This is an optimization exercise on Yosys and OpenROAD, whose aim is small area and a short achievable clock period, not a production implementation.
Function was checked by simulation only, so behaviour that the tests miss may differ from the original.
Power figures rest on the tool's default switching activity, not on a simulated workload.

[design/flow/flow/run.sh]
#!/bin/bash
# Standard ORFS layout with the standard synthesis unchanged. Port buffers are
# sky130_fd_sc_hd__buf_2, and timing repair is asked to reach a setup slack of
# 11.95 ns at the design's own clock period and constraints.
set -euo pipefail
export SETUP_SLACK_MARGIN=11.95
export BUFFER_PORTS_ARGS="-buffer_cell sky130_fd_sc_hd__buf_2"
bash standard.sh synth > synth.log 2>&1
bash standard.sh > layout.log 2>&1
[design/flow/config.mk]
export PLATFORM = sky130hd
export DESIGN_NAME = RGB_to_Gray
export DESIGN_NICKNAME = RGB_to_Gray
export VERILOG_FILES = /design/flow/design.v
export SDC_FILE = /design/flow/constraint.sdc
export NUM_CORES = 8
export LEC_CHECK = 0
export CAP_MARGIN = 20
export CORE_MARGIN = 2
export CORE_UTILIZATION = 60
export PLACE_DENSITY = 0.75
export SLEW_MARGIN = 20
export SYNTH_HIERARCHICAL = 1
export SYNTH_MINIMUM_KEEP_SIZE = 0
[design/flow/constraint.sdc]
create_clock -name core_clock -period 16.0 [get_ports {CLK}]
set_input_delay 3.2000 -clock core_clock [delete_from_list [all_inputs] [get_ports {CLK}]]
set_output_delay 3.2000 -clock core_clock [all_outputs]
set_load 0.01 [all_outputs]
[design/flow/standard.sh]
#!/bin/bash
# synth_recipe.tcl (not shown) runs the flow's synth.tcl, then flattens the netlist and writes it again
# the make line also repeats each setting of config.mk as NAME=value (left out here)
make -C /OpenROAD-flow-scripts/flow DESIGN_CONFIG=/design/flow/config.mk WORK_HOME=/design/flow/orfs CLKGATE_MAP_FILE= SYNTH_SCRIPT=/design/flow/synth_recipe.tcl "${@:-finish}"
[design/flow/design.v]
module RGB_to_Gray(input CLK, input [7:0] R, input [7:0] G, input [7:0] B, input In_Valid, output reg [7:0] Gray, output reg Out_Valid);
    reg [7:0] r, g, b; reg v0;
    always @(posedge CLK) begin r <= R; g <= G; b <= B; v0 <= In_Valid; end
    wire w8 = ({r[7], r[6], r[5], r[4], r[3], r[2], r[1], r[0]} >= 8'd2);
    wire w9 = ({r[7], r[6], r[5], r[4], r[3], r[2], r[1], r[0]} >= 8'd4);
    wire w10 = ({r[7], r[6], r[5], r[4], r[3], r[2], r[1], r[0]} >= 8'd7);
    wire w11 = ({r[7], r[6], r[5], r[4], r[3], r[2], r[1], r[0]} >= 8'd14);
    wire w12 = ({r[7], r[6], r[5], r[4], r[3], r[2], r[1], r[0]} >= 8'd27);
    wire w13 = ({r[7], r[6], r[5], r[4], r[3], r[2], r[1], r[0]} >= 8'd54);
    wire w14 = ({r[7], r[6], r[5], r[4], r[3], r[2], r[1], r[0]} >= 8'd108);
    wire w15 = ({r[7], r[6], r[5], r[4], r[3], r[2], r[1], r[0]} >= 8'd215);
    wire w24 = ({g[7], g[6], g[5], g[4], g[3], g[2], g[1], g[0]} >= 8'd2);
    wire w25 = ({g[7], g[6], g[5], g[4], g[3], g[2], g[1], g[0]} >= 8'd4);
    wire w26 = ({g[7], g[6], g[5], g[4], g[3], g[2], g[1], g[0]} >= 8'd7);
    wire w27 = ({g[7], g[6], g[5], g[4], g[3], g[2], g[1], g[0]} >= 8'd14);
    wire w28 = ({g[7], g[6], g[5], g[4], g[3], g[2], g[1], g[0]} >= 8'd28);
    wire w29 = ({g[7], g[6], g[5], g[4], g[3], g[2], g[1], g[0]} >= 8'd55);
    wire w30 = ({g[7], g[6], g[5], g[4], g[3], g[2], g[1], g[0]} >= 8'd110);
    wire w31 = ({g[7], g[6], g[5], g[4], g[3], g[2], g[1], g[0]} >= 8'd219);
    wire w41 = ({b[7], b[6], b[5], b[4], b[3], b[2], b[1], b[0]} >= 8'd3);
    wire w42 = ({b[7], b[6], b[5], b[4], b[3], b[2], b[1], b[0]} >= 8'd5);
    wire w43 = ({b[7], b[6], b[5], b[4], b[3], b[2], b[1], b[0]} >= 8'd9);
    wire w44 = ({b[7], b[6], b[5], b[4], b[3], b[2], b[1], b[0]} >= 8'd18);
    wire w45 = ({b[7], b[6], b[5], b[4], b[3], b[2], b[1], b[0]} >= 8'd36);
    wire w46 = ({b[7], b[6], b[5], b[4], b[3], b[2], b[1], b[0]} >= 8'd71);
    wire w47 = ({b[7], b[6], b[5], b[4], b[3], b[2], b[1], b[0]} >= 8'd141);
    wire w48_0, w48_1; ha u48 (r[2], r[1], w48_0, w48_1);
    wire w49_0, w49_1; fa u49 (r[3], r[2], r[1], w49_0, w49_1);
    wire w50_0, w50_1; fa u50 (r[4], r[3], r[2], w50_0, w50_1);
    wire w51_0, w51_1; fa u51 (r[5], r[4], r[3], w51_0, w51_1);
    wire w52_0, w52_1; fa u52 (r[6], r[5], r[4], w52_0, w52_1);
    wire w53_0, w53_1; fa u53 (r[7], r[6], r[5], w53_0, w53_1);
    wire w54_0, w54_1; ha u54 (r[1], r[0], w54_0, w54_1);
    wire w55_0, w55_1; fa u55 (r[0], w48_0, w11, w55_0, w55_1);
    wire w56_0, w56_1; fa u56 (w48_1, w12, w49_0, w56_0, w56_1);
    wire w57_0, w57_1; fa u57 (w49_1, w13, w50_0, w57_0, w57_1);
    wire w58_0, w58_1; fa u58 (w50_1, w14, w51_0, w58_0, w58_1);
    wire w59_0, w59_1; fa u59 (w51_1, w15, w52_0, w59_0, w59_1);
    wire w60_0, w60_1; fa u60 (r[0], w52_1, w53_0, w60_0, w60_1);
    wire w61_0, w61_1; ha u61 (r[0], w9, w61_0, w61_1);
    wire w62_0, w62_1; fa u62 (w54_0, w10, w61_1, w62_0, w62_1);
    wire w63_0, w63_1; fa u63 (w54_1, w55_0, w62_1, w63_0, w63_1);
    wire w64_0, w64_1; fa u64 (w55_1, w56_0, w63_1, w64_0, w64_1);
    wire w65_0, w65_1; fa u65 (w56_1, w57_0, w64_1, w65_0, w65_1);
    wire w66_0, w66_1; fa u66 (w57_1, w58_0, w65_1, w66_0, w66_1);
    wire w67_0, w67_1; fa u67 (w58_1, w59_0, w66_1, w67_0, w67_1);
    wire w68_0, w68_1; fa u68 (p59_1_1, p60_0_1, p67_1_1, w68_0, w68_1);
    wire w69_0, w69_1; ha u69 (g[4], g[0], w69_0, w69_1);
    wire w70_0, w70_1; fa u70 (g[5], g[1], w31, w70_0, w70_1);
    wire w71_0, w71_1; fa u71 (g[6], g[2], g[0], w71_0, w71_1);
    wire w72_0, w72_1; ha u72 (g[0], w26, w72_0, w72_1);
    wire w73_0, w73_1; fa u73 (g[1], w27, w72_1, w73_0, w73_1);
    wire w74_0, w74_1; fa u74 (g[2], w28, w73_1, w74_0, w74_1);
    wire w75_0, w75_1; fa u75 (g[3], w29, w74_1, w75_0, w75_1);
    wire w76_0, w76_1; fa u76 (w69_0, w30, w75_1, w76_0, w76_1);
    wire w77_0, w77_1; fa u77 (w69_1, w70_0, w76_1, w77_0, w77_1);
    wire w78_0, w78_1; fa u78 (p70_1_1, p71_0_1, p77_1_1, w78_0, w78_1);
    wire w79 = ~w8;
    wire w80 = w61_0 & w79;
    wire w81 = ~w24;
    wire w82 = w25 & w81;
    wire w83 = ~w9;
    wire w84 = w62_0 & w83;
    wire w85 = ~w25;
    wire w86 = w72_0 & w85;
    wire w87 = ~w10;
    wire w88 = w63_0 & w87;
    wire w89 = ~w26;
    wire w90 = w73_0 & w89;
    wire w91 = ~w11;
    wire w92 = w64_0 & w91;
    wire w93 = ~w27;
    wire w94 = w74_0 & w93;
    wire w95 = ~w12;
    wire w96 = w65_0 & w95;
    wire w97 = ~w28;
    wire w98 = w75_0 & w97;
    wire w99 = ~w13;
    wire w100 = w66_0 & w99;
    wire w101 = ~w29;
    wire w102 = w76_0 & w101;
    wire w103 = ~w14;
    wire w104 = p67_0_1 & p103_0_1;
    wire w105 = ~w30;
    wire w106 = w77_0 & w105;
    wire w107 = ~w15;
    wire w108 = w68_0 & p107_0_1;
    wire w109 = ~p31_0_1;
    wire w110 = w78_0 & w109;
    wire w111_0, w111_1; ha u111 (r[7], r[6], w111_0, w111_1);
    wire w112_0, w112_1; fa u112 (r[7], r[2], r[0], w112_0, w112_1);
    wire w113_0, w113_1; fa u113 (g[7], g[3], g[1], w113_0, w113_1);
    wire w114_0, w114_1; fa u114 (r[3], r[1], r[0], w114_0, w114_1);
    wire w115_0, w115_1; fa u115 (r[4], r[2], r[1], w115_0, w115_1);
    wire w116_0, w116_1; fa u116 (r[5], r[3], r[2], w116_0, w116_1);
    wire w117_0, w117_1; ha u117 (r[0], g[6], w117_0, w117_1);
    wire w118_0, w118_1; fa u118 (r[6], r[4], r[3], w118_0, w118_1);
    wire w119_0, w119_1; fa u119 (r[1], g[7], g[5], w119_0, w119_1);
    wire w120_0, w120_1; fa u120 (r[7], r[5], r[4], w120_0, w120_1);
    wire w121_0, w121_1; ha u121 (r[2], g[6], w121_0, w121_1);
    wire w122_0, w122_1; fa u122 (r[6], r[5], r[3], w122_0, w122_1);
    wire w123_0, w123_1; ha u123 (g[7], g[6], w123_0, w123_1);
    wire w124_0, w124_1; fa u124 (r[7], r[6], r[4], w124_0, w124_1);
    wire w125_0, w125_1; ha u125 (r[0], g[7], w125_0, w125_1);
    wire w126_0, w126_1; ha u126 (r[7], r[5], w126_0, w126_1);
    wire w127_0, w127_1; ha u127 (r[5], r[2], w127_0, w127_1);
    wire w128_0, w128_1; fa u128 (r[6], r[3], r[2], w128_0, w128_1);
    wire w129_0, w129_1; fa u129 (r[7], r[4], r[3], w129_0, w129_1);
    wire w130_0, w130_1; fa u130 (r[5], r[4], r[1], w130_0, w130_1);
    wire w131_0, w131_1; fa u131 (r[6], r[5], r[2], w131_0, w131_1);
    wire w132_0, w132_1; ha u132 (r[7], r[6], w132_0, w132_1);
    wire w133_0, w133_1; fa u133 (r[1], w111_0, w53_1, w133_0, w133_1);
    wire w134_0, w134_1; fa u134 (g[0], w111_1, w71_1, w134_0, w134_1);
    wire w135_0, w135_1; ha u135 (w112_0, w113_0, w135_0, w135_1);
    wire w136_0, w136_1; fa u136 (g[4], g[2], g[1], w136_0, w136_1);
    wire w137_0, w137_1; fa u137 (w112_1, w113_1, w114_0, w137_0, w137_1);
    wire w138_0, w138_1; fa u138 (g[5], g[3], g[2], w138_0, w138_1);
    wire w139_0, w139_1; fa u139 (g[0], w114_1, w115_0, w139_0, w139_1);
    wire w140_0, w140_1; fa u140 (g[4], g[3], g[1], w140_0, w140_1);
    wire w141_0, w141_1; fa u141 (w117_0, w115_1, w116_0, w141_0, w141_1);
    wire w142_0, w142_1; fa u142 (g[4], g[2], w117_1, w142_0, w142_1);
    wire w143_0, w143_1; fa u143 (w116_1, w118_0, w119_0, w143_0, w143_1);
    wire w144_0, w144_1; fa u144 (g[5], g[3], w121_0, w144_0, w144_1);
    wire w145_0, w145_1; fa u145 (w118_1, w119_1, w120_0, w145_0, w145_1);
    wire w146_0, w146_1; fa u146 (g[4], g[0], w121_1, w146_0, w146_1);
    wire w147_0, w147_1; fa u147 (w123_0, w120_1, w122_0, w147_0, w147_1);
    wire w148_0, w148_1; fa u148 (g[5], g[1], w123_1, w148_0, w148_1);
    wire w149_0, w149_1; fa u149 (w125_0, w122_1, w124_0, w149_0, w149_1);
    wire w150_0, w150_1; fa u150 (r[1], g[6], g[2], w150_0, w150_1);
    wire w151_0, w151_1; fa u151 (w125_1, w126_0, w124_1, w151_0, w151_1);
    wire w152_0, w152_1; fa u152 (r[6], r[2], g[7], w152_0, w152_1);
    wire w153_0, w153_1; fa u153 (g[3], g[0], w126_1, w153_0, w153_1);
    wire w154_0, w154_1; fa u154 (r[7], r[3], r[0], w154_0, w154_1);
    wire w155_0, w155_1; fa u155 (g[4], g[1], g[0], w155_0, w155_1);
    wire w156_0, w156_1; fa u156 (r[4], r[1], r[0], w156_0, w156_1);
    wire w157_0, w157_1; fa u157 (g[5], g[2], g[1], w157_0, w157_1);
    wire w158_0, w158_1; fa u158 (r[1], g[6], g[3], w158_0, w158_1);
    wire w159_0, w159_1; fa u159 (g[2], g[0], w127_0, w159_0, w159_1);
    wire w160_0, w160_1; fa u160 (g[7], g[4], g[3], w160_0, w160_1);
    wire w161_0, w161_1; fa u161 (g[1], w127_1, w128_0, w161_0, w161_1);
    wire w162_0, w162_1; fa u162 (r[0], g[5], g[4], w162_0, w162_1);
    wire w163_0, w163_1; fa u163 (g[2], w128_1, w129_0, w163_0, w163_1);
    wire w164_0, w164_1; fa u164 (g[6], g[5], g[3], w164_0, w164_1);
    wire w165_0, w165_1; fa u165 (g[0], w129_1, w130_0, w165_0, w165_1);
    wire w166_0, w166_1; fa u166 (g[7], g[6], g[4], w166_0, w166_1);
    wire w167_0, w167_1; fa u167 (g[1], w130_1, w131_0, w167_0, w167_1);
    wire w168_0, w168_1; fa u168 (r[3], g[7], g[5], w168_0, w168_1);
    wire w169_0, w169_1; fa u169 (g[2], w132_0, w131_1, w169_0, w169_1);
    wire w170_0, w170_1; fa u170 (r[7], r[4], g[6], w170_0, w170_1);
    wire w171_0, w171_1; ha u171 (g[3], w132_1, w171_0, w171_1);
    wire w172_0, w172_1; ha u172 (r[5], g[7], w172_0, w172_1);
    wire w173_0, w173_1; ha u173 (w133_0, w60_1, w173_0, w173_1);
    wire w174_0, w174_1; fa u174 (w133_1, w135_0, w134_0, w174_0, w174_1);
    wire w175_0, w175_1; fa u175 (w136_0, w135_1, w134_1, w175_0, w175_1);
    wire w176_0, w176_1; fa u176 (w136_1, w138_0, w137_1, w176_0, w176_1);
    wire w177_0, w177_1; fa u177 (w138_1, w140_0, w139_1, w177_0, w177_1);
    wire w178_0, w178_1; fa u178 (w140_1, w142_0, w141_1, w178_0, w178_1);
    wire w179_0, w179_1; fa u179 (w142_1, w144_0, w143_1, w179_0, w179_1);
    wire w180_0, w180_1; fa u180 (w144_1, w146_0, w145_1, w180_0, w180_1);
    wire w181_0, w181_1; fa u181 (w146_1, w148_0, w147_1, w181_0, w181_1);
    wire w182_0, w182_1; fa u182 (w150_0, w148_1, w149_1, w182_0, w182_1);
    wire w183_0, w183_1; fa u183 (w150_1, w152_0, w153_0, w183_0, w183_1);
    wire w184_0, w184_1; fa u184 (w152_1, w154_0, w155_0, w184_0, w184_1);
    wire w185_0, w185_1; fa u185 (w154_1, w155_1, w156_0, w185_0, w185_1);
    wire w186_0, w186_1; fa u186 (w156_1, w157_1, w158_0, w186_0, w186_1);
    wire w187_0, w187_1; fa u187 (w158_1, w160_0, w159_1, w187_0, w187_1);
    wire w188_0, w188_1; fa u188 (w160_1, w162_0, w161_1, w188_0, w188_1);
    wire w189_0, w189_1; fa u189 (w162_1, w164_0, w163_1, w189_0, w189_1);
    wire w190_0, w190_1; fa u190 (w164_1, w166_0, w165_1, w190_0, w190_1);
    wire w191_0, w191_1; fa u191 (w166_1, w168_0, w167_1, w191_0, w191_1);
    wire w192_0, w192_1; fa u192 (w168_1, w170_0, w171_0, w192_0, w192_1);
    wire w193_0, w193_1; fa u193 (g[4], w172_0, w170_1, w193_0, w193_1);
    wire w194_0, w194_1; ha u194 (r[6], g[5], w194_0, w194_1);
    wire w195_0, w195_1; ha u195 (p173_0_1, w110, w195_0, w195_1);
    wire w196_0, w196_1; fa u196 (p173_1_1, p174_0_1, w78_1, w196_0, w196_1);
    wire w197_0, w197_1; fa u197 (w137_0, w174_1, w175_0, w197_0, w197_1);
    wire w198_0, w198_1; fa u198 (w139_0, w175_1, w176_0, w198_0, w198_1);
    wire w199_0, w199_1; fa u199 (w141_0, w176_1, w177_0, w199_0, w199_1);
    wire w200_0, w200_1; fa u200 (w143_0, w177_1, w178_0, w200_0, w200_1);
    wire w201_0, w201_1; fa u201 (w145_0, w178_1, w179_0, w201_0, w201_1);
    wire w202_0, w202_1; fa u202 (w147_0, w179_1, w180_0, w202_0, w202_1);
    wire w203_0, w203_1; fa u203 (w149_0, w180_1, w181_0, w203_0, w203_1);
    wire w204_0, w204_1; fa u204 (w151_0, w181_1, w182_0, w204_0, w204_1);
    wire w205_0, w205_1; fa u205 (w151_1, w183_0, w182_1, w205_0, w205_1);
    wire w206_0, w206_1; fa u206 (w153_1, w184_0, w183_1, w206_0, w206_1);
    wire w207_0, w207_1; fa u207 (w157_0, w184_1, w185_0, w207_0, w207_1);
    wire w208_0, w208_1; fa u208 (w159_0, w185_1, w186_0, w208_0, w208_1);
    wire w209_0, w209_1; fa u209 (w186_1, w161_0, w187_0, w209_0, w209_1);
    wire w210_0, w210_1; fa u210 (w163_0, w187_1, w188_0, w210_0, w210_1);
    wire w211_0, w211_1; fa u211 (w165_0, w188_1, w189_0, w211_0, w211_1);
    wire w212_0, w212_1; fa u212 (w167_0, w189_1, w190_0, w212_0, w212_1);
    wire w213_0, w213_1; fa u213 (w169_0, w190_1, w191_0, w213_0, w213_1);
    wire w214_0, w214_1; fa u214 (w169_1, w192_0, w191_1, w214_0, w214_1);
    wire w215_0, w215_1; fa u215 (w171_1, w193_0, w192_1, w215_0, w215_1);
    wire w216_0, w216_1; fa u216 (w172_1, w194_0, w193_1, w216_0, w216_1);
    wire w217_0, w217_1; fa u217 (r[7], g[6], w194_1, w217_0, w217_1);
    wire w219 = w205_1 & w206_0;
    wire w220 = w206_1 | w207_0;
    wire w221 = w206_1 & w207_0;
    wire w222 = w207_1 | w208_0;
    wire w223 = w207_1 & w208_0;
    wire w224 = w208_1 | w209_0;
    wire w225 = w208_1 & w209_0;
    wire w226 = w209_1 | w210_0;
    wire w227 = w209_1 & w210_0;
    wire w228 = w210_1 | w211_0;
    wire w229 = w210_1 & w211_0;
    wire w230 = w211_1 | w212_0;
    wire w231 = w211_1 & w212_0;
    wire w232 = w212_1 | w213_0;
    wire w233 = w212_1 & w213_0;
    wire w234 = p213_1_1 | p214_0_1;
    wire w235 = p213_1_1 & p214_0_1;
    wire w236 = p214_1_1 | p215_0_1;
    wire w237 = p214_1_1 & p215_0_1;
    wire w238 = p215_1_1 | p216_0_1;
    wire w239 = p215_1_1 & p216_0_1;
    wire w240 = p216_1_1 | p217_0_1;
    wire w241 = p216_1_1 & p217_0_1;
    wire w242 = p217_1_1 | p23_0_1;
    wire w243 = p217_1_1 & p23_0_1;
    wire w244 = w221 | (w220 & w219);
    wire w246 = w225 | (w224 & w223);
    wire w247 = w224 & w222;
    wire w248 = w229 | (w228 & w227);
    wire w249 = w228 & w226;
    wire w250 = w233 | (w232 & w231);
    wire w251 = w232 & w230;
    wire w252 = w237 | (w236 & w235);
    wire w253 = w236 & w234;
    wire w254 = w241 | (w240 & w239);
    wire w255 = w240 & w238;
    wire w258 = w246 | (w247 & w244);
    wire w260 = w231 | (w230 & w248);
    wire w261 = w230 & w249;
    wire w262 = w250 | (w251 & w248);
    wire w263 = w251 & w249;
    wire w264 = w239 | (w238 & w252);
    wire w265 = w238 & w253;
    wire w266 = w254 | (w255 & w252);
    wire w267 = w255 & w253;
    wire w268 = w227 | (w226 & w258);
    wire w270 = w248 | (w249 & w258);
    wire w272 = w260 | (w261 & w258);
    wire w274 = w262 | (w263 & w258);
    wire w276 = w243 | (w242 & w266);
    wire w277 = w242 & w267;
    wire w278 = w235 | (w234 & p274_0_1);
    wire w280 = w252 | (w253 & p274_0_1);
    wire w282 = w264 | (w265 & p274_0_1);
    wire w284 = w266 | (w267 & p274_0_1);
    wire w286 = w276 | (w277 & p274_0_1);
    wire w288 = |{w210_1, w211_1, w212_1, w213_1, w214_1, w215_1, w216_1, w217_1, w211_0, w212_0, w213_0, w214_0, w215_0, w216_0, w217_0, g[7], w268};
    wire w289 = |{w211_1, w212_1, w213_1, w214_1, w215_1, w216_1, w217_1, w212_0, w213_0, w214_0, w215_0, w216_0, w217_0, g[7], w270};
    wire w290 = |{w212_1, w213_1, w214_1, w215_1, w216_1, w217_1, w213_0, w214_0, w215_0, w216_0, w217_0, g[7], w272};
    wire w291 = |{p213_1_1, p214_1_1, p215_1_1, p216_1_1, p217_1_1, p214_0_1, p215_0_1, p216_0_1, p217_0_1, p23_0_1, p274_0_1};
    wire w292 = |{p214_1_1, p215_1_1, p216_1_1, p217_1_1, p215_0_1, p216_0_1, p217_0_1, p23_0_1, w278};
    wire w293 = |{p215_1_1, p216_1_1, p217_1_1, p216_0_1, p217_0_1, p23_0_1, w280};
    wire w294 = |{p216_1_1, p217_1_1, p217_0_1, p23_0_1, w282};
    wire w295 = |{p217_1_1, p23_0_1, w284};
    wire w296 = |{w286};
    wire w297 = ~b[0];
    wire w298 = ~b[1];
    wire w299 = ~b[2];
    wire w300 = ~b[3];
    wire w301 = ~b[4];
    wire w302 = ~b[5];
    wire w303 = ~b[6];
    wire w304 = ~b[7];
    wire w305_0, w305_1; fa u305 (b[6], b[4], b[2], w305_0, w305_1);
    wire w306_0, w306_1; ha u306 (b[7], b[5], w306_0, w306_1);
    wire w307_0, w307_1; ha u307 (b[6], b[4], w307_0, w307_1);
    wire w308_0, w308_1; ha u308 (b[7], b[5], w308_0, w308_1);
    wire w309_0, w309_1; ha u309 (b[4], b[2], w309_0, w309_1);
    wire w310_0, w310_1; fa u310 (b[5], b[3], b[1], w310_0, w310_1);
    wire w311_0, w311_1; fa u311 (w297, w47, w305_0, w311_0, w311_1);
    wire w312_0, w312_1; fa u312 (b[3], w298, w306_0, w312_0, w312_1);
    wire w313_0, w313_1; fa u313 (b[0], w299, w306_1, w313_0, w313_1);
    wire w314_0, w314_1; fa u314 (b[1], w300, w307_1, w314_0, w314_1);
    wire w315_0, w315_1; fa u315 (b[6], b[2], w301, w315_0, w315_1);
    wire w316_0, w316_1; ha u316 (b[2], b[0], w316_0, w316_1);
    wire w317_0, w317_1; fa u317 (b[3], b[1], w44, w317_0, w317_1);
    wire w318_0, w318_1; fa u318 (b[0], w309_0, w45, w318_0, w318_1);
    wire w319_0, w319_1; fa u319 (w309_1, w46, w310_0, w319_0, w319_1);
    wire w320; xn u320 (w310_1, w311_0, w320);
    wire w321 = w310_1 | w311_0;
    wire w322_0, w322_1; fa u322 (w305_1, w312_0, w311_1, w322_0, w322_1);
    wire w323_0, w323_1; fa u323 (w307_0, w312_1, w313_0, w323_0, w323_1);
    wire w324_0, w324_1; fa u324 (w308_0, w313_1, w314_0, w324_0, w324_1);
    wire w325_0, w325_1; fa u325 (w308_1, w315_0, w314_1, w325_0, w325_1);
    wire w326_0, w326_1; ha u326 (b[0], w41, w326_0, w326_1);
    wire w327_0, w327_1; fa u327 (b[1], w42, w326_1, w327_0, w327_1);
    wire w328_0, w328_1; fa u328 (w316_0, w43, w327_1, w328_0, w328_1);
    wire w329_0, w329_1; fa u329 (w316_1, w317_0, w328_1, w329_0, w329_1);
    wire w330_0, w330_1; fa u330 (w317_1, w318_0, w329_1, w330_0, w330_1);
    wire w331_0, w331_1; fa u331 (w318_1, w319_0, w330_1, w331_0, w331_1);
    wire w332_0, w332_1; fa u332 (w319_1, w320, w331_1, w332_0, w332_1);
    wire w333_0, w333_1; fa u333 (p321_0_1, p322_0_1, p332_1_1, w333_0, w333_1);
    wire w334_0, w334_1; fa u334 (p322_1_1, p323_0_1, w333_1, w334_0, w334_1);
    wire w335_0, w335_1; fa u335 (p323_1_1, p324_0_1, w334_1, w335_0, w335_1);
    wire w336_0, w336_1; fa u336 (p324_1_1, p325_0_1, w335_1, w336_0, w336_1);
    wire w337 = ~w42;
    wire w338 = w328_0 & w337;
    wire w339 = w338 & w288;
    wire w340 = ~p339_0_1;
    wire w341 = ~w43;
    wire w342 = w329_0 & w341;
    wire w343 = w342 & w289;
    wire w344 = ~p343_0_1;
    wire w345 = ~w44;
    wire w346 = w330_0 & w345;
    wire w347 = p346_0_1 & p290_0_1;
    wire w348 = ~w347;
    wire w349 = ~w45;
    wire w350 = w331_0 & w349;
    wire w351 = p350_0_1 & w291;
    wire w352 = ~w351;
    wire w353 = ~w46;
    wire w354 = w332_0 & w353;
    wire w355 = p354_0_1 & w292;
    wire w356 = ~w355;
    wire w357 = ~w47;
    wire w358 = w333_0 & p357_0_1;
    wire w359 = w358 & w293;
    wire w360 = ~w359;
    wire w361 = w334_0 & w294;
    wire w362 = ~w361;
    wire w363 = w335_0 & w295;
    wire w364 = ~w363;
    wire w365 = w336_0 & w296;
    wire w366 = ~w365;
    wire w367_0, w367_1; fa u367 (b[7], b[3], w302, w367_0, w367_1);
    wire w368_0, w368_1; ha u368 (w297, w315_1, w368_0, w368_1);
    wire w369_0, w369_1; ha u369 (b[4], w303, w369_0, w369_1);
    wire w370_0, w370_1; ha u370 (b[7], b[5], w370_0, w370_1);
    wire w371_0, w371_1; ha u371 (b[6], b[1], w371_0, w371_1);
    wire w372_0, w372_1; ha u372 (b[7], b[2], w372_0, w372_1);
    wire w373_0, w373_1; fa u373 (w367_0, w368_0, w325_1, w373_0, w373_1);
    wire w374_0, w374_1; fa u374 (w298, w369_0, w367_1, w374_0, w374_1);
    wire w375_0, w375_1; ha u375 (w368_1, w197_0, w375_0, w375_1);
    wire w376_0, w376_1; fa u376 (b[5], w304, w299, w376_0, w376_1);
    wire w377_0, w377_1; fa u377 (w369_1, w197_1, w198_0, w377_0, w377_1);
    wire w378_0, w378_1; fa u378 (b[6], w300, w198_1, w378_0, w378_1);
    wire w379 = ~w199_0;
    wire w380_0, w380_1; fa u380 (b[7], w301, w297, w380_0, w380_1);
    wire w381_0, w381_1; ha u381 (w199_1, w200_0, w381_0, w381_1);
    wire w382_0, w382_1; fa u382 (w302, w298, w200_1, w382_0, w382_1);
    wire w383_0, w383_1; fa u383 (b[0], w303, w299, w383_0, w383_1);
    wire w384_0, w384_1; fa u384 (b[1], w304, w300, w384_0, w384_1);
    wire w385_0, w385_1; fa u385 (b[2], b[0], w301, w385_0, w385_1);
    wire w386_0, w386_1; ha u386 (w203_1, w204_0, w386_0, w386_1);
    wire w387_0, w387_1; fa u387 (b[3], b[1], w302, w387_0, w387_1);
    wire w388; xn u388 (w204_1, w205_0, w388);
    wire w389 = w204_1 | w205_0;
    wire w390_0, w390_1; fa u390 (b[4], b[2], w303, w390_0, w390_1);
    wire w391_0, w391_1; fa u391 (w297, w206_0, w205_1, w391_0, w391_1);
    wire w392_0, w392_1; fa u392 (b[5], b[3], w304, w392_0, w392_1);
    wire w393_0, w393_1; fa u393 (w298, w207_0, w206_1, w393_0, w393_1);
    wire w394_0, w394_1; fa u394 (b[6], b[4], w299, w394_0, w394_1);
    wire w395; xn u395 (w207_1, w208_0, w395);
    wire w396 = w207_1 | w208_0;
    wire w397_0, w397_1; fa u397 (b[0], w300, w370_0, w397_0, w397_1);
    wire w398; xn u398 (w208_1, w209_0, w398);
    wire w399 = w208_1 | w209_0;
    wire w400_0, w400_1; fa u400 (w301, w370_1, w371_0, w400_0, w400_1);
    wire w401; xn u401 (w209_1, w210_0, w401);
    wire w402 = w209_1 | w210_0;
    wire w403_0, w403_1; fa u403 (w302, w371_1, w372_0, w403_0, w403_1);
    wire w404; xn u404 (w210_1, w211_0, w404);
    wire w405 = w210_1 | w211_0;
    wire w406_0, w406_1; fa u406 (b[3], w303, w372_1, w406_0, w406_1);
    wire w407; xn u407 (w211_1, w212_0, w407);
    wire w408 = w211_1 | w212_0;
    wire w409_0, w409_1; fa u409 (b[4], w304, w212_1, w409_0, w409_1);
    wire w410 = ~w213_0;
    wire w411_0, w411_1; ha u411 (b[5], w213_1, w411_0, w411_1);
    wire w412_0, w412_1; ha u412 (p38_0_1, p215_0_1, w412_0, w412_1);
    wire w413_0, w413_1; ha u413 (p39_0_1, p216_0_1, w413_0, w413_1);
    wire w414_0, w414_1; ha u414 (w80, w338, w414_0, w414_1);
    wire w415_0, w415_1; fa u415 (w82, w84, w342, w415_0, w415_1);
    wire w416_0, w416_1; fa u416 (p86_0_1, p88_0_1, p346_0_1, w416_0, w416_1);
    wire w417_0, w417_1; fa u417 (p90_0_1, p92_0_1, p350_0_1, w417_0, w417_1);
    wire w418_0, w418_1; fa u418 (p94_0_1, p96_0_1, p354_0_1, w418_0, w418_1);
    wire w419_0, w419_1; fa u419 (p98_0_1, p100_0_1, w358, w419_0, w419_1);
    wire w420_0, w420_1; fa u420 (p102_0_1, w104, w334_0, w420_0, w420_1);
    wire w421_0, w421_1; fa u421 (p106_0_1, w108, w335_0, w421_0, w421_1);
    wire w422_0, w422_1; fa u422 (w68_1, w195_0, w336_0, w422_0, w422_1);
    wire w423_0, w423_1; fa u423 (p373_0_1, w196_0, w195_1, w423_0, w423_1);
    wire w424_0, w424_1; fa u424 (w374_0, w373_1, w375_0, w424_0, w424_1);
    wire w425_0, w425_1; fa u425 (w376_0, w374_1, w375_1, w425_0, w425_1);
    wire w426_0, w426_1; fa u426 (w376_1, w379, w377_1, w426_0, w426_1);
    wire w427_0, w427_1; fa u427 (w380_0, w199_0, w378_1, w427_0, w427_1);
    wire w428_0, w428_1; fa u428 (w380_1, w201_0, w381_1, w428_0, w428_1);
    wire w429_0, w429_1; fa u429 (w383_0, w201_1, w202_0, w429_0, w429_1);
    wire w430_0, w430_1; fa u430 (w383_1, w384_0, w202_1, w430_0, w430_1);
    wire w431_0, w431_1; fa u431 (w384_1, w385_0, w386_0, w431_0, w431_1);
    wire w432_0, w432_1; fa u432 (w385_1, w387_0, w388, w432_0, w432_1);
    wire w433_0, w433_1; fa u433 (w387_1, w390_0, w389, w433_0, w433_1);
    wire w434_0, w434_1; fa u434 (w390_1, w392_0, w393_0, w434_0, w434_1);
    wire w435_0, w435_1; fa u435 (w392_1, w394_0, w395, w435_0, w435_1);
    wire w436_0, w436_1; fa u436 (w394_1, w397_0, w396, w436_0, w436_1);
    wire w437_0, w437_1; fa u437 (w397_1, w400_0, w399, w437_0, w437_1);
    wire w438_0, w438_1; fa u438 (w400_1, w403_0, w402, w438_0, w438_1);
    wire w439_0, w439_1; fa u439 (w403_1, w406_0, w405, w439_0, w439_1);
    wire w440_0, w440_1; fa u440 (w406_1, w410, w408, w440_0, w440_1);
    wire w441_0, w441_1; fa u441 (w214_0, w213_0, w411_0, w441_0, w441_1);
    wire w442_0, w442_1; fa u442 (p214_1_1, w412_0, p411_1_1, w442_0, w442_1);
    wire w443_0, w443_1; fa u443 (p215_1_1, w413_0, w412_1, w443_0, w443_1);
    wire w444_0, w444_1; fa u444 (p217_0_1, p216_1_1, w413_1, w444_0, w444_1);
    wire w445_0, w445_1; ha u445 (p23_0_1, p217_1_1, w445_0, w445_1);
    wire w446_0, w446_1; ha u446 (p414_0_1, w340, w446_0, w446_1);
    wire w447_0, w447_1; fa u447 (p414_1_1, p415_0_1, w344, w447_0, w447_1);
    wire w448_0, w448_1; fa u448 (p415_1_1, w416_0, w348, w448_0, w448_1);
    wire w449_0, w449_1; fa u449 (w416_1, w352, w417_0, w449_0, w449_1);
    wire w450_0, w450_1; fa u450 (w417_1, w356, w418_0, w450_0, w450_1);
    wire w451_0, w451_1; fa u451 (w418_1, w360, w419_0, w451_0, w451_1);
    wire w452_0, w452_1; fa u452 (w419_1, w362, w420_0, w452_0, w452_1);
    wire w453_0, w453_1; fa u453 (w420_1, w364, w421_0, w453_0, w453_1);
    wire w454_0, w454_1; fa u454 (w421_1, w366, w422_0, w454_0, w454_1);
    wire w455_0, w455_1; fa u455 (w423_0, w336_1, w422_1, w455_0, w455_1);
    wire w456_0, w456_1; fa u456 (p424_0_1, w196_1, w423_1, w456_0, w456_1);
    wire w457_0, w457_1; fa u457 (w377_0, w424_1, w425_0, w457_0, w457_1);
    wire w458_0, w458_1; fa u458 (p378_0_1, p425_1_1, p426_0_1, w458_0, w458_1);
    wire w459_0, w459_1; fa u459 (w381_0, w426_1, w427_0, w459_0, w459_1);
    wire w460_0, w460_1; fa u460 (w382_0, w427_1, w428_0, w460_0, w460_1);
    wire w461_0, w461_1; fa u461 (w382_1, w429_0, w428_1, w461_0, w461_1);
    wire w462_0, w462_1; fa u462 (w203_0, w429_1, w430_0, w462_0, w462_1);
    wire w463; xn u463 (w430_1, w431_0, w463);
    wire w464 = w430_1 | w431_0;
    wire w465_0, w465_1; fa u465 (w386_1, w432_0, w431_1, w465_0, w465_1);
    wire w466_0, w466_1; fa u466 (w391_0, w432_1, w433_0, w466_0, w466_1);
    wire w467_0, w467_1; fa u467 (w391_1, w433_1, w434_0, w467_0, w467_1);
    wire w468_0, w468_1; fa u468 (w393_1, w435_0, w434_1, w468_0, w468_1);
    wire w469_0, w469_1; fa u469 (w398, w435_1, w436_0, w469_0, w469_1);
    wire w470_0, w470_1; fa u470 (w436_1, w401, w437_0, w470_0, w470_1);
    wire w471_0, w471_1; fa u471 (w404, w437_1, w438_0, w471_0, w471_1);
    wire w472_0, w472_1; fa u472 (w407, w438_1, w439_0, w472_0, w472_1);
    wire w473_0, w473_1; fa u473 (w409_0, w439_1, w440_0, w473_0, w473_1);
    wire w474_0, w474_1; fa u474 (w409_1, w440_1, w441_0, w474_0, w474_1);
    wire w475; xn u475 (p441_1_1, w442_0, w475);
    wire w476 = p441_1_1 | w442_0;
    wire w477; xn u477 (w443_0, w442_1, w477);
    wire w478 = w443_0 | w442_1;
    wire w479; xn u479 (w444_0, w443_1, w479);
    wire w480 = w444_0 | w443_1;
    wire w481; xn u481 (w445_0, w444_1, w481);
    wire w482 = w445_0 | w444_1;
    wire w483 = ~w445_1;
    wire w484 = w446_1 | w447_0;
    wire w485 = w446_1 & w447_0;
    wire w486 = w447_1 | w448_0;
    wire w487 = w447_1 & w448_0;
    wire w488 = w448_1 | w449_0;
    wire w489 = w448_1 & w449_0;
    wire w490 = w449_1 | w450_0;
    wire w491 = w449_1 & w450_0;
    wire w492 = w450_1 | w451_0;
    wire w493 = w450_1 & w451_0;
    wire w494 = w451_1 | w452_0;
    wire w495 = w451_1 & w452_0;
    wire w496 = w452_1 | w453_0;
    wire w497 = w452_1 & w453_0;
    wire w498 = w453_1 | w454_0;
    wire w499 = w453_1 & w454_0;
    wire w500 = w454_1 | w455_0;
    wire w501 = w454_1 & w455_0;
    wire w502 = w455_1 | w456_0;
    wire w503 = w455_1 & w456_0;
    wire w504 = w456_1 | p457_0_1;
    wire w505 = w456_1 & p457_0_1;
    wire w506 = p457_1_1 | w458_0;
    wire w507 = p457_1_1 & w458_0;
    wire w508 = w458_1 | p459_0_1;
    wire w509 = w458_1 & p459_0_1;
    wire w510 = p459_1_1 | p460_0_1;
    wire w511 = p459_1_1 & p460_0_1;
    wire w512 = p460_1_1 | p461_0_1;
    wire w513 = p460_1_1 & p461_0_1;
    wire w514 = w461_1 | w462_0;
    wire w515 = w461_1 & w462_0;
    wire w516 = w462_1 | w463;
    wire w517 = w462_1 & w463;
    wire w518 = w464 | w465_0;
    wire w519 = w464 & w465_0;
    wire w520 = p465_1_1 | p466_0_1;
    wire w521 = p465_1_1 & p466_0_1;
    wire w522 = w466_1 | w467_0;
    wire w523 = w466_1 & w467_0;
    wire w524 = p467_1_1 | p468_0_1;
    wire w525 = p467_1_1 & p468_0_1;
    wire w526 = p468_1_1 | p469_0_1;
    wire w527 = p468_1_1 & p469_0_1;
    wire w528 = w469_1 | w470_0;
    wire w529 = w469_1 & w470_0;
    wire w530 = w470_1 | w471_0;
    wire w531 = w470_1 & w471_0;
    wire w532_0, w532_1; ha u532 (p471_1_1, p472_0_1, w532_0, w532_1);
    wire w533_0, w533_1; ha u533 (p472_1_1, p473_0_1, w533_0, w533_1);
    wire w534_0, w534_1; ha u534 (p473_1_1, p474_0_1, w534_0, w534_1);
    wire w535_0, w535_1; ha u535 (p474_1_1, w475, w535_0, w535_1);
    wire w536_0, w536_1; ha u536 (w476, w477, w536_0, w536_1);
    wire w537_0, w537_1; ha u537 (w478, w479, w537_0, w537_1);
    wire w538_0, w538_1; ha u538 (w480, w481, w538_0, w538_1);
    wire w539_0, w539_1; ha u539 (w482, w483, w539_0, w539_1);
    wire w540 = p531_0_1 | (p530_0_1 & p529_0_1);
    wire w541 = p530_0_1 & p528_0_1;
    wire w542 = w527 | (w526 & w525);
    wire w543 = w526 & w524;
    wire w544 = w540 | (w541 & w542);
    wire w545 = w541 & w543;
    wire w546 = p523_0_1 | (p522_0_1 & w521);
    wire w547 = p522_0_1 & w520;
    wire w548 = w546 | (w547 & p519_0_1);
    wire w549 = w547 & p518_0_1;
    wire w550 = w544 | (w545 & w548);
    wire w551 = w545 & w549;
    wire w552 = w517 | (w516 & w515);
    wire w553 = p516_0_1 & p514_0_1;
    wire w554 = p552_0_1 | (w553 & w513);
    wire w555 = w553 & w512;
    wire w556 = w511 | (w510 & w509);
    wire w557 = w510 & w508;
    wire w558 = w556 | (w557 & w507);
    wire w559 = w557 & w506;
    wire w560 = w554 | (w555 & w558);
    wire w561 = w555 & w559;
    wire w562 = w550 | (w551 & w560);
    wire w563 = w551 & w561;
    wire w564 = w505 | (w504 & w503);
    wire w565 = w504 & w502;
    wire w566 = w564 | (w565 & w501);
    wire w567 = w565 & w500;
    wire w568 = w499 | (w498 & w497);
    wire w569 = w498 & w496;
    wire w570 = w568 | (w569 & w495);
    wire w571 = w569 & w494;
    wire w572 = w566 | (w567 & w570);
    wire w573 = w567 & w571;
    wire w574 = w493 | (w492 & w491);
    wire w575 = w492 & w490;
    wire w576 = w574 | (w575 & w489);
    wire w577 = w575 & w488;
    wire w578 = w487 | (w486 & w485);
    wire w579 = w486 & w484;
    wire w580 = w578 | (w579 & w446_0);
    wire w581 = w576 | (w577 & w580);
    wire w583 = w572 | (w573 & w581);
    wire w585 = w562 | (w563 & w583);
    wire w587 = p532_1_1 | (p532_0_1 & p585_0_1);
    wire w588 = p533_1_1 | (p533_0_1 & w587);
    wire w590 = w535_1 | (w535_0 & w534_1);
    wire w591 = p535_0_1 & p534_0_1;
    wire w592 = p537_1_1 | (p537_0_1 & p536_1_1);
    wire w593 = p537_0_1 & p536_0_1;
    wire w596 = p534_1_1 | (p534_0_1 & w588);
    wire w598 = p590_0_1 | (w591 & w588);
    wire w600 = p538_1_1 | (p538_0_1 & w592);
    wire w601 = p538_0_1 & w593;
    wire w604 = p536_1_1 | (p536_0_1 & w598);
    wire w606 = w592 | (w593 & w598);
    wire w608 = w600 | (w601 & w598);
    wire w612; xr u612 (p532_0_1, p585_0_1, w612);
    wire w613; xr u613 (p533_0_1, w587, w613);
    wire w614; xr u614 (p534_0_1, w588, w614);
    wire w615; xr u615 (p535_0_1, w596, w615);
    wire w616; xr u616 (p536_0_1, w598, w616);
    wire w617; xr u617 (p537_0_1, w604, w617);
    wire w618; xr u618 (p538_0_1, w606, w618);
    wire w619; xr u619 (p539_0_1, w608, w619);
    reg p23_0_1;
    reg p38_0_1;
    reg p39_0_1;
    reg p59_1_1;
    reg p60_0_1;
    reg p67_1_1;
    reg p31_0_1;
    reg p70_1_1;
    reg p71_0_1;
    reg p77_1_1;
    reg p67_0_1;
    reg p103_0_1;
    reg p107_0_1;
    reg p173_0_1;
    reg p173_1_1;
    reg p174_0_1;
    reg p213_1_1;
    reg p214_0_1;
    reg p214_1_1;
    reg p215_0_1;
    reg p215_1_1;
    reg p216_0_1;
    reg p216_1_1;
    reg p217_0_1;
    reg p217_1_1;
    reg p274_0_1;
    reg p321_0_1;
    reg p322_0_1;
    reg p332_1_1;
    reg p322_1_1;
    reg p323_0_1;
    reg p323_1_1;
    reg p324_0_1;
    reg p324_1_1;
    reg p325_0_1;
    reg p339_0_1;
    reg p343_0_1;
    reg p346_0_1;
    reg p290_0_1;
    reg p350_0_1;
    reg p354_0_1;
    reg p357_0_1;
    reg p86_0_1;
    reg p88_0_1;
    reg p90_0_1;
    reg p92_0_1;
    reg p94_0_1;
    reg p96_0_1;
    reg p98_0_1;
    reg p100_0_1;
    reg p102_0_1;
    reg p106_0_1;
    reg p373_0_1;
    reg p411_1_1;
    reg p414_0_1;
    reg p414_1_1;
    reg p415_0_1;
    reg p415_1_1;
    reg p424_0_1;
    reg p378_0_1;
    reg p425_1_1;
    reg p426_0_1;
    reg p441_1_1;
    reg p457_0_1;
    reg p457_1_1;
    reg p459_0_1;
    reg p459_1_1;
    reg p460_0_1;
    reg p460_1_1;
    reg p461_0_1;
    reg p465_1_1;
    reg p466_0_1;
    reg p467_1_1;
    reg p468_0_1;
    reg p468_1_1;
    reg p469_0_1;
    reg p471_1_1;
    reg p472_0_1;
    reg p472_1_1;
    reg p473_0_1;
    reg p473_1_1;
    reg p474_0_1;
    reg p474_1_1;
    reg p531_0_1;
    reg p530_0_1;
    reg p529_0_1;
    reg p528_0_1;
    reg p523_0_1;
    reg p522_0_1;
    reg p519_0_1;
    reg p518_0_1;
    reg p516_0_1;
    reg p514_0_1;
    reg p552_0_1;
    reg p532_1_1;
    reg p532_0_1;
    reg p585_0_1;
    reg p533_1_1;
    reg p533_0_1;
    reg p535_0_1;
    reg p534_1_1;
    reg p534_0_1;
    reg p537_1_1;
    reg p537_0_1;
    reg p536_1_1;
    reg p536_0_1;
    reg p590_0_1;
    reg p538_1_1;
    reg p538_0_1;
    reg p539_0_1;
    always @(posedge CLK) begin
        p23_0_1 <= g[7];
        p38_0_1 <= b[6];
        p39_0_1 <= b[7];
        p59_1_1 <= w59_1;
        p60_0_1 <= w60_0;
        p67_1_1 <= w67_1;
        p31_0_1 <= w31;
        p70_1_1 <= w70_1;
        p71_0_1 <= w71_0;
        p77_1_1 <= w77_1;
        p67_0_1 <= w67_0;
        p103_0_1 <= w103;
        p107_0_1 <= w107;
        p173_0_1 <= w173_0;
        p173_1_1 <= w173_1;
        p174_0_1 <= w174_0;
        p213_1_1 <= w213_1;
        p214_0_1 <= w214_0;
        p214_1_1 <= w214_1;
        p215_0_1 <= w215_0;
        p215_1_1 <= w215_1;
        p216_0_1 <= w216_0;
        p216_1_1 <= w216_1;
        p217_0_1 <= w217_0;
        p217_1_1 <= w217_1;
        p274_0_1 <= w274;
        p321_0_1 <= w321;
        p322_0_1 <= w322_0;
        p332_1_1 <= w332_1;
        p322_1_1 <= w322_1;
        p323_0_1 <= w323_0;
        p323_1_1 <= w323_1;
        p324_0_1 <= w324_0;
        p324_1_1 <= w324_1;
        p325_0_1 <= w325_0;
        p339_0_1 <= w339;
        p343_0_1 <= w343;
        p346_0_1 <= w346;
        p290_0_1 <= w290;
        p350_0_1 <= w350;
        p354_0_1 <= w354;
        p357_0_1 <= w357;
        p86_0_1 <= w86;
        p88_0_1 <= w88;
        p90_0_1 <= w90;
        p92_0_1 <= w92;
        p94_0_1 <= w94;
        p96_0_1 <= w96;
        p98_0_1 <= w98;
        p100_0_1 <= w100;
        p102_0_1 <= w102;
        p106_0_1 <= w106;
        p373_0_1 <= w373_0;
        p411_1_1 <= w411_1;
        p414_0_1 <= w414_0;
        p414_1_1 <= w414_1;
        p415_0_1 <= w415_0;
        p415_1_1 <= w415_1;
        p424_0_1 <= w424_0;
        p378_0_1 <= w378_0;
        p425_1_1 <= w425_1;
        p426_0_1 <= w426_0;
        p441_1_1 <= w441_1;
        p457_0_1 <= w457_0;
        p457_1_1 <= w457_1;
        p459_0_1 <= w459_0;
        p459_1_1 <= w459_1;
        p460_0_1 <= w460_0;
        p460_1_1 <= w460_1;
        p461_0_1 <= w461_0;
        p465_1_1 <= w465_1;
        p466_0_1 <= w466_0;
        p467_1_1 <= w467_1;
        p468_0_1 <= w468_0;
        p468_1_1 <= w468_1;
        p469_0_1 <= w469_0;
        p471_1_1 <= w471_1;
        p472_0_1 <= w472_0;
        p472_1_1 <= w472_1;
        p473_0_1 <= w473_0;
        p473_1_1 <= w473_1;
        p474_0_1 <= w474_0;
        p474_1_1 <= w474_1;
        p531_0_1 <= w531;
        p530_0_1 <= w530;
        p529_0_1 <= w529;
        p528_0_1 <= w528;
        p523_0_1 <= w523;
        p522_0_1 <= w522;
        p519_0_1 <= w519;
        p518_0_1 <= w518;
        p516_0_1 <= w516;
        p514_0_1 <= w514;
        p552_0_1 <= w552;
        p532_1_1 <= w532_1;
        p532_0_1 <= w532_0;
        p585_0_1 <= w585;
        p533_1_1 <= w533_1;
        p533_0_1 <= w533_0;
        p535_0_1 <= w535_0;
        p534_1_1 <= w534_1;
        p534_0_1 <= w534_0;
        p537_1_1 <= w537_1;
        p537_0_1 <= w537_0;
        p536_1_1 <= w536_1;
        p536_0_1 <= w536_0;
        p590_0_1 <= w590;
        p538_1_1 <= w538_1;
        p538_0_1 <= w538_0;
        p539_0_1 <= w539_0;
    end
    reg v1; always @(posedge CLK) v1 <= v0;
    reg v2; always @(posedge CLK) v2 <= v1;
    always @(posedge CLK) begin Gray <= {w619, w618, w617, w616, w615, w614, w613, w612}; Out_Valid <= v2; end
endmodule
module fa(input a, input b, input c, output s, output co);
    assign s = a ^ b ^ c;
    assign co = (a & b) | (a & c) | (b & c);
endmodule
module ha(input a, input b, output s, output co);
    assign s = a ^ b;
    assign co = a & b;
endmodule
module xr(input a, input b, output y);
    assign y = a ^ b;
endmodule
module xn(input a, input b, output y);
    assign y = ~(a ^ b);
endmodule
module ao(input g1, input p1, input g0, output y);
    assign y = g1 | (p1 & g0);
endmodule
module an2(input a, input b, output y);
    assign y = a & b;
endmodule
module or2(input a, input b, output y);
    assign y = a | b;
endmodule
==> impl_results.md, run 1 <==
* Logic pwr share at 52.6%
* Gpl congestion at 0.9074
* Max Cap Viol at 0
* Synth Area in Compound Gates at 5.371%
* Clock network fraction of total power at 19.6%
* HP Class: reg -> reg
* Final WL at 20430 um
* Synthesis-to-layout area growth at 13.98%
* FILL cells at 1006
* Antenna Nets Post-Route at 0
* Worst Path Required at 12.80 ns
* Dominant synthesized flop cell: dfxtp_1
* Final setup viols at 0
* Die height at 128.9 um
* Max_slew headroom at 34.82%
* Clock Root Buffer: clkbuf_16
* Flop pwr share at 27.8%
* Die ar. at 16620 um^2
* Fin area at 10670 um^2
* Cell area after synthesis at 9364 um^2
* Vias at 5410
* Crit-path cells: buf_6
* Die W at 128.9 um
* Port Buffers at 34
* Antenna violations before repair at 0
* Grt total ovfl at 0
* Global-route wire length before repair at 32830 um
* Critical path arrival at 0.85 ns
* Largest family of logic cells by synthesized area: adder cells
* Synth async-reset ratio at 0%
* CTS sink count at 146
* Wire per inst at 22.04 um
* CTS max path bufs at 2
* WP buf/inv at 1
* Fraction of layout cells with a size suffix above 1 at 19.22%
* Post-DP HPWL at 15420 um
* Mapped Avg Cell Area at 14.34 um^2
* DRT iter0 DRCs at 437
* Minimum clock period at 4.052 ns
* VDD IR max at 0.1296 mV
* Iteration count of the initial detailed-routing pass at 4
* Final period util at 25.33%
* Fin nets at 1020
* Post-synthesis sequential area ratio at 31.21%
* Net Sw Frac at 39.06%
* Area share of fa/ha/maj cells after synthesis at 54.56%
* Post-Synth XOR/XNOR Area at 1.871%
* Initial Util at 61.60%
* RSZ-0062 raised after global routing: yes
* CP Launch Type: register
* Vias in the first global route at 6119
* Floorplan row count at 45
* Largest net degree at the start of global routing at 17
* Measured slew at the worst slew-check pin at 0.9777 ns
* Pwr Total at 2.028 mW
* H-Tree Depth at 4
* Power density cells at 190.0 nW/um^2
* Worst-path fanout max at 1
* Max Slew Vio Count at 0
* Diode count at 0
* GRT Total Usage at 27.61%
* Switch Pwr at 0.7919 mW
* Crit Path Category: reg -> out
* Post-synth net total at 947
* Setup TNS at 0 ns
* Clk latency of the worst-skew pair at 0.43 ns
* Peak Freq at 246.8 MHz
* Mux cell area share after synthesis at 0%
* Post-Syn Instances at 653
* Worst path max stage delay at 0.32 ns
* Clock transition at path regs at 0.06 ns
* Synth Area in Simple Gates at 5.906%
* Final-report hold violation count at 0
* Final core occ at 70.21%
* CTS buffer count at 17
* CP max stage cell: dfxtp_2
* Via density at 5.836
* Critical Path Sink Type: output pin
* Worst clock skew at 0.006540 ns
* Delay-heaviest family, CP: flip-flops
* YS warnings at 7
* Leak pwr at 4.373 nW
* # DRC at 0
* Post-synth EDFFs at 0
* Commonest non-fill, non-tap cell in the layout: fa_1
* CTS tree: done
* Outcome: no timing/DRC/antenna violations
* Synthesized flop and latch total at 146
* Unique cell type count in the Yosys netlist at 43
* # hold bufs at CTS at 0
* WHS at 0.3272 ns
* Placed Area at 9776 um^2
* Most frequent cells in the layout: fa_1, dfxtp_1, ha_1
* Ports at 35
* Cell internal pwr at 1.236 mW
* Core footprint at 15200 um^2
## cells by family after synthesis
logic type,after synthesis
compound gates,73
fa+ha+maj,277
buf+inv,26
simple gates,110
flops,146
other cells,1
xor+xnor,20
## Yosys stat by module, one instance, submodules excluded
module | cells | cell area [um^2]
RGB_to_Gray | 365 | 4177
fa | 1 | 20.02
ha | 1 | 12.51
xn | 1 | 8.758
xr | 1 | 8.758
## synthesized netlist by cell type (all sizes together), types with 2 or more instances
| cell | n | area [um^2] |
|---|---|---|
| inv | 26 | 97.59 |
| fa | 221 | 4424 |
| and2 | 10 | 62.56 |
| and3 | 9 | 56.30 |
| nor3 | 8 | 40.04 |
| ha | 47 | 588.1 |
| a21oi | 15 | 75.07 |
| nand2 | 24 | 90.09 |
| o21ai | 8 | 40.04 |
| o31ai | 7 | 52.55 |
| o22ai | 5 | 31.28 |
| a21o | 8 | 60.06 |
| a31oi | 9 | 56.30 |
| a221o | 2 | 20.02 |
| nor4 | 5 | 31.28 |
| or2 | 18 | 112.6 |
| nand3 | 6 | 30.03 |
| a31o | 3 | 26.28 |
| dfxtp | 146 | 2923 |
| maj3 | 9 | 96.34 |
| nor2 | 24 | 90.09 |
| xnor2 | 12 | 105.1 |
| a221oi | 2 | 17.52 |
| o41ai | 2 | 17.52 |
| a21boi | 3 | 22.52 |
| xor2 | 8 | 70.07 |
## power groups by stage
stage | Combinational [mW] | Sequential (mW) | Clock, mW
global route | 1.18 | 0.577 | 0.422
floorplan | 0.727 | 0.557 | 0
global placement | 0.961 | 0.569 | 0
detailed placement | 1.01 | 0.574 | 0
finish | 1.07 | 0.563 | 0.398
CTS | 1.04 | 0.565 | 0.405
## through the flow
stage | cells | setup WS, ns
finish | 927 | 11.95
CTS | 919 | 11.92
floorplan | 653 | 11.95
global placement | 875 | 11.67
detailed placement | 875 | 11.57
global route | 927 | 11.83
## area by class of cell
class	instances	area [um^2]	share of cell area, %
inverters	26	105.1	0.9848
well taps	188	235.2	2.204
clock inverters	12	147.6	1.383
flip-flops and latches	146	2987	27.98
clock buffers	20	446.7	4.185
repair buffers	54	364.1	3.411
multi-input cells	481	6387	59.85
## per-layer routing
layer	GRT usage (%)	vias to the layer above	share of wire [%]
li1	-	2311	-
met5	0	-	0
met4	12.85	0	4.1
met2	46.78	187	52
met1	34.26	2860	39
met3	5.946	52	5.1
## timing repair
item / CTS / global route
gates resized for setup: 32 / 16
pin swaps: 0 / 1
buffers inserted: 12 / 8
endpoints found under the setup margin: 41 / 18
## path summary, 6_finish.rpt
| kind | from | to | slack, ns | cells after the start |
|---|---|---|---|---|
| worst max register to register | b[6] | p354_0_1 | 11.98 | 12 |
| worst min register to register | v2 | Out_Valid | 0.33 | 0 |
| worst min-delay path | v2 | Out_Valid | 0.33 | 0 |
| worst max-delay path | Gray[6] | Gray[6] | 11.95 | 1 |
## flip-flops by register name (all words and copies together), names as in the netlist, 8 cells and up
register / count
Gray: 8
b: 8
g: 8
r: 8
==> run 2: changes to the inputs <==
--- a/design/flow/config.mk
+++ b/design/flow/config.mk
@@ -10,2 +10,4 @@
 export CORE_UTILIZATION = 60
+export CTS_CLUSTER_DIAMETER = 150
+export CTS_CLUSTER_SIZE = 60
 export PLACE_DENSITY = 0.75
==> run 2 against run 1 <==
  * Clock skew did not move
  * First-iteration DRC count did not move
  * Via count did not move
  * Critical path depth did not move
  * Worst hold slack did not move
  * Routed wire length did not move
  * Total power did not move
  * Non-clock buffer count did not move
  * Critical endpoint unchanged
==> impl_results.md, run 2 <==
* Outcome: no timing/DRC/antenna violations
* Max Cap Viol at 0 (unchanged)
* Wire per inst at 22.04 um (unchanged)
* Flop pwr share at 27.8% (about the same)
* Die W at 128.9 um (unchanged)
* Measured slew at the worst slew-check pin at 0.9777 ns (unchanged)
* Critical Path Sink Type: output pin
* FILL cells at 1006 (unchanged)
* Peak Freq at 246.8 MHz (unchanged)
* CTS sink count at 146 (unchanged)
* Post-synthesis sequential area ratio at 31.21% (unchanged)
* R2R Setup Slk at 11.98 ns (about the same)
* Placed cell count at 875 (unchanged)
* Min-Delay Path Depth at 0 (unchanged)
* Power density cells at 190.0 nW/um^2 (unchanged)
* DRT iter0 DRCs at 437 (unchanged)
* Cell area after synthesis at 9364 um^2 (unchanged)
* Post-synth top cells: fa_1, dfxtp_1, ha_1, inv_1
* Post-Layout Cell Count at 927 (unchanged)
* Post-Syn Instances at 653 (unchanged)
* Post-synth top area cell: fa_1
* Clock network fraction of total power at 19.6% (about the same)
* Clock Root Buffer: clkbuf_16
* Largest net degree at the start of global routing at 17 (unchanged)
* Crit Path Category: reg -> out
* Vias at 5410 (unchanged)
* Antenna Nets Post-Route at 0 (unchanged)
* Via density at 5.836 (unchanged)
* WP buf/inv at 1 (unchanged)
* Worst clock skew at 0.006540 ns (unchanged)
* CTS buffer count at 17 (unchanged)
* Final WL at 20430 um (unchanged)
* Core footprint at 15200 um^2 (unchanged)
* Fin nets at 1020 (unchanged)
* Minimum clock period at 4.052 ns (unchanged)
* Post-synth net total at 947 (unchanged)
* Cell internal pwr at 1.236 mW (unchanged)
* Vias in the first global route at 6119 (unchanged)
* Synth area leaders: fa_1, dfxtp_1, ha_1
* Global-route wire length before repair at 32830 um (unchanged)
* Grt total ovfl at 0 (unchanged)
* Switch Pwr at 0.7919 mW (unchanged)
* Final period util at 25.33% (unchanged)
* Critical path arrival at 0.85 ns (about the same)
* GRT Total Usage at 27.61% (unchanged)
* RSZ-0062 raised after global routing: yes
* R2R cell count at 12 (unchanged)
* Synthesis-to-layout area growth at 13.98% (unchanged)
* Worst path max stage delay at 0.32 ns (about the same)
* Dominant synthesized flop cell: dfxtp_1
* RR Startpoint: b[6]
* Synthesized flop and latch total at 146 (unchanged)
* Leak pwr at 4.373 nW (unchanged)
* Synth top area share at 47.25% (unchanged)
* Mapped Avg Cell Area at 14.34 um^2 (unchanged)
* Initial Util at 61.60% (unchanged)
* H-Tree Depth at 4 (unchanged)
* Diode count at 0 (unchanged)
* CP Launch Type: register
* Clock transition at path regs at 0.06 ns (about the same)
* Die ar. at 16620 um^2 (unchanged)
* Worst Path Required at 12.80 ns (about the same)
* Max Slew Vio Count at 0 (unchanged)
* Setup TNS at 0 ns (unchanged)
* Delay-heaviest family, CP: flip-flops
* Worst-path fanout max at 1 (unchanged)
* Final setup viols at 0 (unchanged)
* YS warnings at 7 (unchanged)
* CTS max path bufs at 2 (unchanged)
* Worst setup startpoint: Gray[6]
* Gpl congestion at 0.9074 (unchanged)
* Crit-path cells: buf_6
* CTS tree: done
* Most frequent cells in the layout: fa_1, dfxtp_1, ha_1
* Fraction of layout cells with a size suffix above 1 at 19.22% (unchanged)
* Post-synth EDFFs at 0 (unchanged)
* Unique cell type count in the Yosys netlist at 43 (unchanged)
* HP Start: v2
* Logic pwr share at 52.6% (about the same)
* HP Class: reg -> reg
* CP max stage cell: dfxtp_2
* WP depth at 1 (unchanged)
* # hold bufs at CTS at 0 (unchanged)
* Post-DP HPWL at 15420 um (unchanged)
* Clk latency of the worst-skew pair at 0.43 ns (about the same)
* Commonest non-fill, non-tap cell in the layout: fa_1
* VDD IR max at 0.1296 mV (unchanged)
* Synth async-reset ratio at 0% (unchanged)
* # DRC at 0 (unchanged)
* Antenna violations before repair at 0 (unchanged)
* Die height at 128.9 um (unchanged)
* Max_slew headroom at 34.82% (unchanged)
* WHS at 0.3272 ns (unchanged)
* Iteration count of the initial detailed-routing pass at 4 (unchanged)
* Ports at 35 (unchanged)
* Final-report hold violation count at 0 (unchanged)
* Net Sw Frac at 39.06% (unchanged)
* Floorplan row count at 45 (unchanged)
* Port Buffers at 34 (unchanged)
* Most common cell in the netlist: fa_1
-- run 2: cell counts in the layout (fill, tap and decap cells not counted) --
Identical to the previous run, type by type.
-- run 2: worst paths after layout --
kind,endpoint
setup / recovery,Gray[6]
hold / removal,Out_Valid
setup reg to reg,p354_0_1
hold reg to reg,Out_Valid
-- run 2: routing by layer --
| layer | routed length [um] | GRT usage, % | part of all wire [%] |
|---|---|---|---|
| met5 | 0 | 0 | 0 |
| met4 | 837 | 12.85 | 4.1 |
| met3 | 1046 | 5.946 | 5.1 |
| met2 | 10640 | 46.78 | 52 |
| met1 | 7904 | 34.26 | 39 |
-- run 2: modules after synthesis (local to each module, per instance) --
module       area, um^2  flops+latches  cells
ha                12.51              0      1
xr                8.758              0      1
fa                20.02              0      1
RGB_to_Gray        4177            146    365
xn                8.758              0      1
-- run 2: cell families (layout without fill, tap and decap cells) --
kind of cell,Yosys count,count (layout),share of synthesized area [%]
fa+ha+maj,277,277,54.56
xor+xnor,20,20,1.871
other cells,1,1,0.04005
buf+inv,26,112,1.042
flops,146,146,31.21
simple gates,110,110,5.906
compound gates,73,73,5.372
-- run 2: stage by stage --
stage,instance area [um^2],setup slack [ns],util [%],power [mW]
after floorplan,9370,11.95,-,1.284
after global placement,9776,11.67,64.30,1.530
after detailed placement,9776,11.57,64.30,1.582
after CTS,10540,11.92,69.33,2.006
after global routing,10670,11.83,70.21,2.179
final,10670,11.95,70.21,2.028
-- run 2: cell type report --
| class | instances | area (um^2) | area share, % |
|---|---|---|---|
| clock buffers | 20 | 446.7 | 4.185 |
| clock inverters | 12 | 147.6 | 1.383 |
| inverters | 26 | 105.1 | 0.9848 |
| multi-input cells | 481 | 6387 | 59.85 |
| flip-flops and latches | 146 | 2987 | 27.98 |
| well taps | 188 | 235.2 | 2.204 |
| repair buffers | 54 | 364.1 | 3.411 |
-- run 2: power groups by stage --
| stage | Sequential [mW] | Clock (mW) | Combinational, mW |
|---|---|---|---|
| floorplan | 0.557 | 0 | 0.727 |
| global placement | 0.569 | 0 | 0.961 |
| detailed placement | 0.574 | 0 | 1.01 |
| CTS | 0.565 | 0.405 | 1.04 |
| global route | 0.577 | 0.422 | 1.18 |
| finish | 0.563 | 0.398 | 1.07 |
-- run 2: repair_timing --
item                       in CTS  in global routing
gates cloned                    0                  0
resized for setup              32                 16
pin swaps                       0                  1
setup endpoints to repair      41                 18
setup buffers                  12                  8
==> run 3: changes to the inputs <==
--- a/design/flow/config.mk
+++ b/design/flow/config.mk
@@ -10,4 +10,3 @@
 export CORE_UTILIZATION = 60
-export CTS_CLUSTER_DIAMETER = 150
-export CTS_CLUSTER_SIZE = 60
+export CTS_BUF_LIST = sky130_fd_sc_hd__clkbuf_8
 export PLACE_DENSITY = 0.75
==> run 3 against run 2 <==
  * Die area unchanged
  * Total power decreased by 5.7%
  * Non-clock buffer count increased by 5
  * Fmax decreased by 0.86%
  * Count of clock-buffer cells in the layout decreased by 2
  * Worst hold slack improved by 0.0043 ns
  * Area after synthesis unchanged
  * Critical endpoint unchanged
  * Largest power group unchanged
  * First-iteration DRC count decreased by 12%
  * Utilization decreased by 1.2 points
==> impl_results.md, run 3 <==
* Post-DP HPWL at 15420 um (unchanged)
* Synthesis-to-layout area growth at 12.08%
* # DRC at 0 (unchanged)
* Iteration count of the initial detailed-routing pass at 4 (unchanged)
* Fraction of layout cells with a size suffix above 1 at 20.16% (+0.95 points)
* Synth top area share at 47.25% (unchanged)
* CTS sink count at 146 (unchanged)
* Global-route wire length before repair at 32020 um (-2.5%)
* Max Cap Viol at 0 (unchanged)
* Grt total ovfl at 0 (unchanged)
* Post-synth top cells: fa_1, dfxtp_1, ha_1, inv_1
* Final period util at 25.54% (+0.22 points)
* End of the critical path: Gray[6]
* Critical Path Sink Type: output pin
* R2R Setup Slk at 12.01 ns (+0.03 ns)
* Final-report hold violation count at 0 (unchanged)
* RR Startpoint: p321_0_1
* FILL cells at 1041 (+3.5%)
* Worst-path fanout max at 1 (unchanged)
* Floorplan row count at 45 (unchanged)
* Crit-path cells: buf_6
* Core footprint at 15200 um^2 (unchanged)
* Post-synth EDFFs at 0 (unchanged)
* Most common cell in the netlist: fa_1
* Pwr Total at 1.912 mW (-5.7%)
* Worst path max stage delay at 0.32 ns (about the same)
* Die height at 128.9 um (unchanged)
* Crit Path Category: reg -> out
* Port Buffers at 34 (unchanged)
* Final core occ at 69.04% (-1.2 points)
* Fin nets at 1025 (+0.49%)
* Outcome: no timing/DRC/antenna violations
* Max Slew Vio Count at 0 (unchanged)
* Most frequent cells in the layout: fa_1, dfxtp_1, ha_1
* Synth area leaders: fa_1, dfxtp_1, ha_1
* Cell area after synthesis at 9364 um^2 (unchanged)
* Commonest non-fill, non-tap cell in the layout: fa_1
* Post-synthesis sequential area ratio at 31.21% (unchanged)
* WP depth at 1 (unchanged)
* CTS buffer count at 17 (unchanged)
* Diode count at 0 (unchanged)
* Initial Util at 61.60% (unchanged)
* Dominant synthesized flop cell: dfxtp_1
* Post-synth net total at 947 (unchanged)
* Unique cell type count in the Yosys netlist at 43 (unchanged)
* Leak pwr at 4.305 nW (-1.5%)
* Clock transition at path regs at 0.08 ns (+0.02 ns)
* CP Launch Type: register
* Setup TNS at 0 ns (unchanged)
[run 3: cell counts after synthesis]
Identical to the previous run, type by type.
[run 3: per-stage QoR]
stage	instances	instance area [um^2]	worst slack [ns]
after detailed placement	875	9776	11.57
after floorplan	653	9370	11.95
final	932	10500	11.91
after global routing	932	10500	11.86
after CTS	920	10340	11.88
after global placement	875	9776	11.67
[run 3: timing repair]
| item | CTS | global route |
|---|---|---|
| cloned | 0 | 0 |
| buffers inserted | 13 | 12 |
| gates resized for setup | 32 | 19 |
| pin swaps | 0 | 1 |
| endpoints found under the setup margin | 41 | 18 |
[run 3: worst min path at each step]
stage / slack (ns) / startpoint / cells past startpoint / endpoint
after floorplan: 0.31 / v2 / 0 / Out_Valid
after global placement: 0.31 / v0 / 0 / v1
after detailed placement: 0.32 / v0 / 0 / v1
after CTS: 0.34 / v2 / 0 / Out_Valid
after global routing: 0.34 / v2 / 0 / Out_Valid
final: 0.33 / v2 / 0 / Out_Valid
[run 3: per-module statistics from Yosys, one instance, submodules excluded]
module,area (um^2),flip-flops and latches
ha,12.51,0
RGB_to_Gray,4177,146
fa,20.02,0
xn,8.758,0
xr,8.758,0
[run 3: area by class of cell]
type                    count  area [um^2]  share of cell area, %
multi-input cells         481         6386                  60.85
flip-flops and latches    146         2987                  28.46
repair buffers             59        376.6                  3.588
clock buffers              18        247.7                  2.361
well taps                 188        235.2                  2.241
clock inverters            14        155.1                  1.478
inverters                  26        107.6                  1.025
[run 3: cells by family after synthesis]
| kind of cell | after synthesis | synth area share (%) |
|---|---|---|
| AO/OA/AOI/OAI | 73 | 5.372 |
| XOR/XNOR | 20 | 1.871 |
| adder cells (fa/ha/maj) | 277 | 54.56 |
| buffers and inverters | 26 | 1.042 |
| flip-flops | 146 | 31.21 |
| other | 1 | 0.04005 |
| AND/OR/NAND/NOR | 110 | 5.906 |
[run 3: report_power, final]
| group | switching [mW] | total, mW | leakage, nW | internal [mW] |
|---|---|---|---|---|
| Clock | 0.147 | 0.292 | 0.205 | 0.145 |
| Combinational | 0.551 | 1.06 | 2.87 | 0.507 |
| Sequential | 0.0718 | 0.561 | 1.23 | 0.490 |
[run 3: metal layers]
layer	vias to the layer above	track usage [%]	routed length [um]
met1	2811	34.32	7927
met3	51	5.904	969
met5	-	0	0
met4	0	11.38	741
li1	2335	-	-
met2	169	44.79	10240

Check on run 3: ideal ports give 11.913 ns setup slack; a clkbuf_16 on the clock port and buf_2 on the inputs give 11.873 ns; moving port delays by the midpoint clock arrival (0.492 ns) as well gives 12.014 ns.
